What follows belongs to an exercise in optimizing a design on an open flow for small area and a short achievable clock period; a production flow would make more cautious choices. The RTL was checked by simulation tests, not by an equivalence proof against the original design.

==> flow/design.v (excerpt) <==
module addmuladd_3_stage_signed_18_bit_xor_reduction(
	input signed [17:0] a,
	input signed [17:0] b,
	input signed [17:0] c,
	input signed [17:0] d,
	output [17:0] out,
	input clk);
	wire [17:0] h = a ^ d;
	wire [18:0] k = {a & d, 1'b0};
	wire [9:0] t, one, two, neg;
	assign t[0] = 1'b0;
	assign t[1] = h[1] | k[1] | (h[0] & k[0]);
	assign one[0] = (h[0] & ~k[0] & ~h[1] & ~k[1] & ~t[0]) | (~h[0] & k[0] & ~h[1] & ~k[1] & ~t[0]) | (h[0] & ~k[0] & h[1] & ~k[1] & ~t[0]) | (~h[0] & k[0] & h[1] & ~k[1] & ~t[0]) | (h[0] & ~k[0] & ~h[1] & k[1] & ~t[0]) | (~h[0] & k[0] & ~h[1] & k[1] & ~t[0]) | (h[0] & ~k[0] & h[1] & k[1] & ~t[0]) | (~h[0] & k[0] & h[1] & k[1] & ~t[0]) | (~h[0] & ~k[0] & ~h[1] & ~k[1] & t[0]) | (h[0] & k[0] & ~h[1] & ~k[1] & t[0]) | (~h[0] & ~k[0] & h[1] & ~k[1] & t[0]) | (h[0] & k[0] & h[1] & ~k[1] & t[0]) | (~h[0] & ~k[0] & ~h[1] & k[1] & t[0]) | (h[0] & k[0] & ~h[1] & k[1] & t[0]) | (~h[0] & ~k[0] & h[1] & k[1] & t[0]);
  ...
For scale: roughly 1,400 cells after synthesis, about 91 I/O pins.
export LEC_CHECK = 0
export ABC_AREA = 1
export CAP_MARGIN = 20
export CORE_MARGIN = 2
export CORE_UTILIZATION = 40
export CTS_BUF_LIST = sky130_fd_sc_hd__clkbuf_4 sky130_fd_sc_hd__clkbuf_8
export SLEW_MARGIN = 20
create_clock -name core_clock -period 10.0 [get_ports {clk}]
standard.sh (not shown) runs the stock make flow with config.mk's settings and CLKGATE_MAP_FILE= SYNTH_SCRIPT=/design/flow/synth_recipe.tcl, a recipe that flattens the netlist after the stock synthesis.
==> flow/flow/run.sh <==
#!/bin/bash
# The standard layout (standard.sh), with these changes:
#  - after the standard synthesis, inverters around full-adder cells are removed by
#    flipping the polarity of full adders (invopt2.py); registers are not touched;
#  - ports are buffered with buf_1 cells (the resizer upsizes them where timing needs it);
#  - timing repair aims at a larger setup margin than the design's clock needs, so
#    the layout is optimised for the period it achieves.
set -euo pipefail
MARGIN=7.0
R=$PWD/orfs/results/sky130hd/addmuladd_3_stage_signed_18_bit_xor_reduction/base
bash standard.sh $R/1_2_yosys.v > synth.log 2>&1
cp $R/1_2_yosys.v $R/1_2_yosys_std.v
python3 flow/invopt2.py $R/1_2_yosys_std.v $R/1_2_yosys.v > invopt.log 2>&1
bash standard.sh SETUP_SLACK_MARGIN=$MARGIN "BUFFER_PORTS_ARGS=-buffer_cell sky130_fd_sc_hd__buf_1" finish > layout.log 2>&1
Other scripts of this flow, unchanged in this note and not shown: flow/flow/invopt2.py
The baseline finished with timing, DRC and antenna clean.
Next try:
--- a/flow/flow/run.sh
+++ b/flow/flow/run.sh
@@ -7,5 +7,5 @@
 #    the layout is optimised for the period it achieves.
 set -euo pipefail
-MARGIN=7.0
+MARGIN=6.9
 R=$PWD/orfs/results/sky130hd/addmuladd_3_stage_signed_18_bit_xor_reduction/base
 bash standard.sh $R/1_2_yosys.v > synth.log 2>&1
Outcome:
- The new run completed without violations
- synthesized area stays the same
- wire length came out lower by a few percent
- core utilization came out lower by 1.7 points

Another version of the RTL of addmuladd_3_stage_signed_18_bit_xor_reduction (not shown whole).
For scale: about 1,600 cells after synthesis, about 0.014 sq mm of cells after synthesis.
clock: 10.0 ns
lec_check: 0
abc_area: 1
cap_margin: 20
core_margin: 2
core_utilization: 40
slew_margin: 20
==> flow/flow/run.sh <==
#!/bin/bash
# The standard layout, with two changes:
#  - after the standard synthesis, inverters around full-adder cells are removed by
#    flipping the polarity of full adders (invopt.py; registers are not touched);
#  - timing repair aims at a larger setup margin than the design's clock needs.
set -euo pipefail
MARGIN=7.0
R=$PWD/orfs/results/sky130hd/addmuladd_3_stage_signed_18_bit_xor_reduction/base
bash standard.sh $R/1_2_yosys.v > synth.log 2>&1
cp $R/1_2_yosys.v $R/1_2_yosys_std.v
python3 flow/invopt.py $R/1_2_yosys_std.v $R/1_2_yosys.v > invopt.log 2>&1
bash standard.sh SETUP_SLACK_MARGIN=$MARGIN finish > layout.log 2>&1
Other scripts of this flow, unchanged in this note and not shown: flow/flow/invopt.py
The first run passed the timing, design-rule and antenna checks.
Edit:
--- a/flow/flow/run.sh
+++ b/flow/flow/run.sh
@@ -5,5 +5,5 @@
 #  - timing repair aims at a larger setup margin than the design's clock needs.
 set -euo pipefail
-MARGIN=7.0
+MARGIN=6.5
 R=$PWD/orfs/results/sky130hd/addmuladd_3_stage_signed_18_bit_xor_reduction/base
 bash standard.sh $R/1_2_yosys.v > synth.log 2>&1
Non-clock buffer count shrinks by 98; die area is unchanged; utilization shrinks by 4.0 points; sequential cell count is unchanged.

addmuladd_3_stage_signed_18_bit_xor_reduction, a different RTL version from the one above (not shown whole).
Size: ~91 I/O pins, roughly 13,000 um2 of cells after synthesis.
export LEC_CHECK = 0
export ABC_AREA = 1
export CAP_MARGIN = 20
export CORE_MARGIN = 2
export CORE_UTILIZATION = 55
export CTS_BUF_LIST = sky130_fd_sc_hd__clkbuf_4 sky130_fd_sc_hd__clkbuf_8
export SLEW_MARGIN = 20
create_clock -name core_clock -period 10.0 [get_ports {clk}]
==> flow/flow/run.sh <==
#!/bin/bash
# The standard layout (standard.sh), with these changes:
#  - after the standard synthesis, inverters around full-adder cells are removed by
#    flipping the polarity of full adders (invopt2.py); registers are not touched;
#  - ports are buffered with buf_1 cells (the resizer upsizes them where timing needs it);
#  - timing repair aims at a larger setup margin than the design's clock needs, so
#    the layout is optimised for the period it achieves.
set -euo pipefail
MARGIN=6.8
R=$PWD/orfs/results/sky130hd/addmuladd_3_stage_signed_18_bit_xor_reduction/base
bash standard.sh $R/1_2_yosys.v > synth.log 2>&1
cp $R/1_2_yosys.v $R/1_2_yosys_std.v
python3 flow/invopt2.py $R/1_2_yosys_std.v $R/1_2_yosys.v > invopt.log 2>&1
bash standard.sh SETUP_SLACK_MARGIN=$MARGIN "BUFFER_PORTS_ARGS=-buffer_cell sky130_fd_sc_hd__buf_1" finish > layout.log 2>&1
Other scripts of this flow, unchanged in this note and not shown: flow/flow/invopt2.py
The starting point produced a clean layout.
Next try:
--- a/flow/flow/run.sh
+++ b/flow/flow/run.sh
@@ -8,3 +8,3 @@
 set -euo pipefail
-MARGIN=6.8
+MARGIN=7.0
 R=$PWD/orfs/results/sky130hd/addmuladd_3_stage_signed_18_bit_xor_reduction/base
CORE_UTILIZATION = 40   (was 55)
Effect: The new run finished with timing, DRC and antenna clean; final cell count goes up by about 8%; hold slack barely changes; non-clock buffer count increases by 19; wire length went up by 0.81%; global-route usage goes down by 6.4 points; critical path depth is higher by 5; synthesized cell count stays the same; setup slack improves by 0.012 ns; clock skew stays flat; utilization falls by 15 points.

[re-timing with driven ports]
Ports are ideal in the flow. The routed layouts listed here were re-timed in OpenROAD. Step 1 assumes that a clkbuf_16 drives the clock port and a buf_2 every other input. Step 2 times the ports against the registers' clock, not the clock port: input delays grow and output delays shrink by t, the midpoint of the rising clock arrivals with the driver on. Slacks: ideal ports / drivers / drivers and shift; pairs: ideal ports / drivers.
| run | t, ns | setup WS [ns] | clock arrival spread, ns | worst data-port slew with drivers (ns) | pins driven straight from the clock port |
|---|---|---|---|---|---|
| the first run of note 1 | 0.514 | 6.926 / 6.883 / 6.603 | 0.031 / 0.030 | 0.04 | 1 |
| the second run of note 1 | 0.528 | 6.924 / 6.880 / 6.567 | 0.016 / 0.016 | 0.04 | 1 |
| the first run of note 2 | 0.483 | 6.668 / 6.683 / 6.200 | 0.013 / 0.013 | 0.05 | 1 |
| the second run of note 2 | 0.483 | 6.605 / 6.586 / 6.163 | 0.017 / 0.017 | 0.06 | 1 |
| the first run of note 3 | 0.501 | 6.806 / 6.806 / 6.339 | 0.022 / 0.022 | 0.04 | 1 |
| the second run of note 3 | 0.506 | 6.818 / 6.818 / 6.374 | 0.021 / 0.022 | 0.06 | 1 |
After both steps setup and hold are still met in every run listed. For the first run of note 2, which loses most, drivers alone change the setup slack by +0.015 ns; drivers and shift together by -0.468 ns.
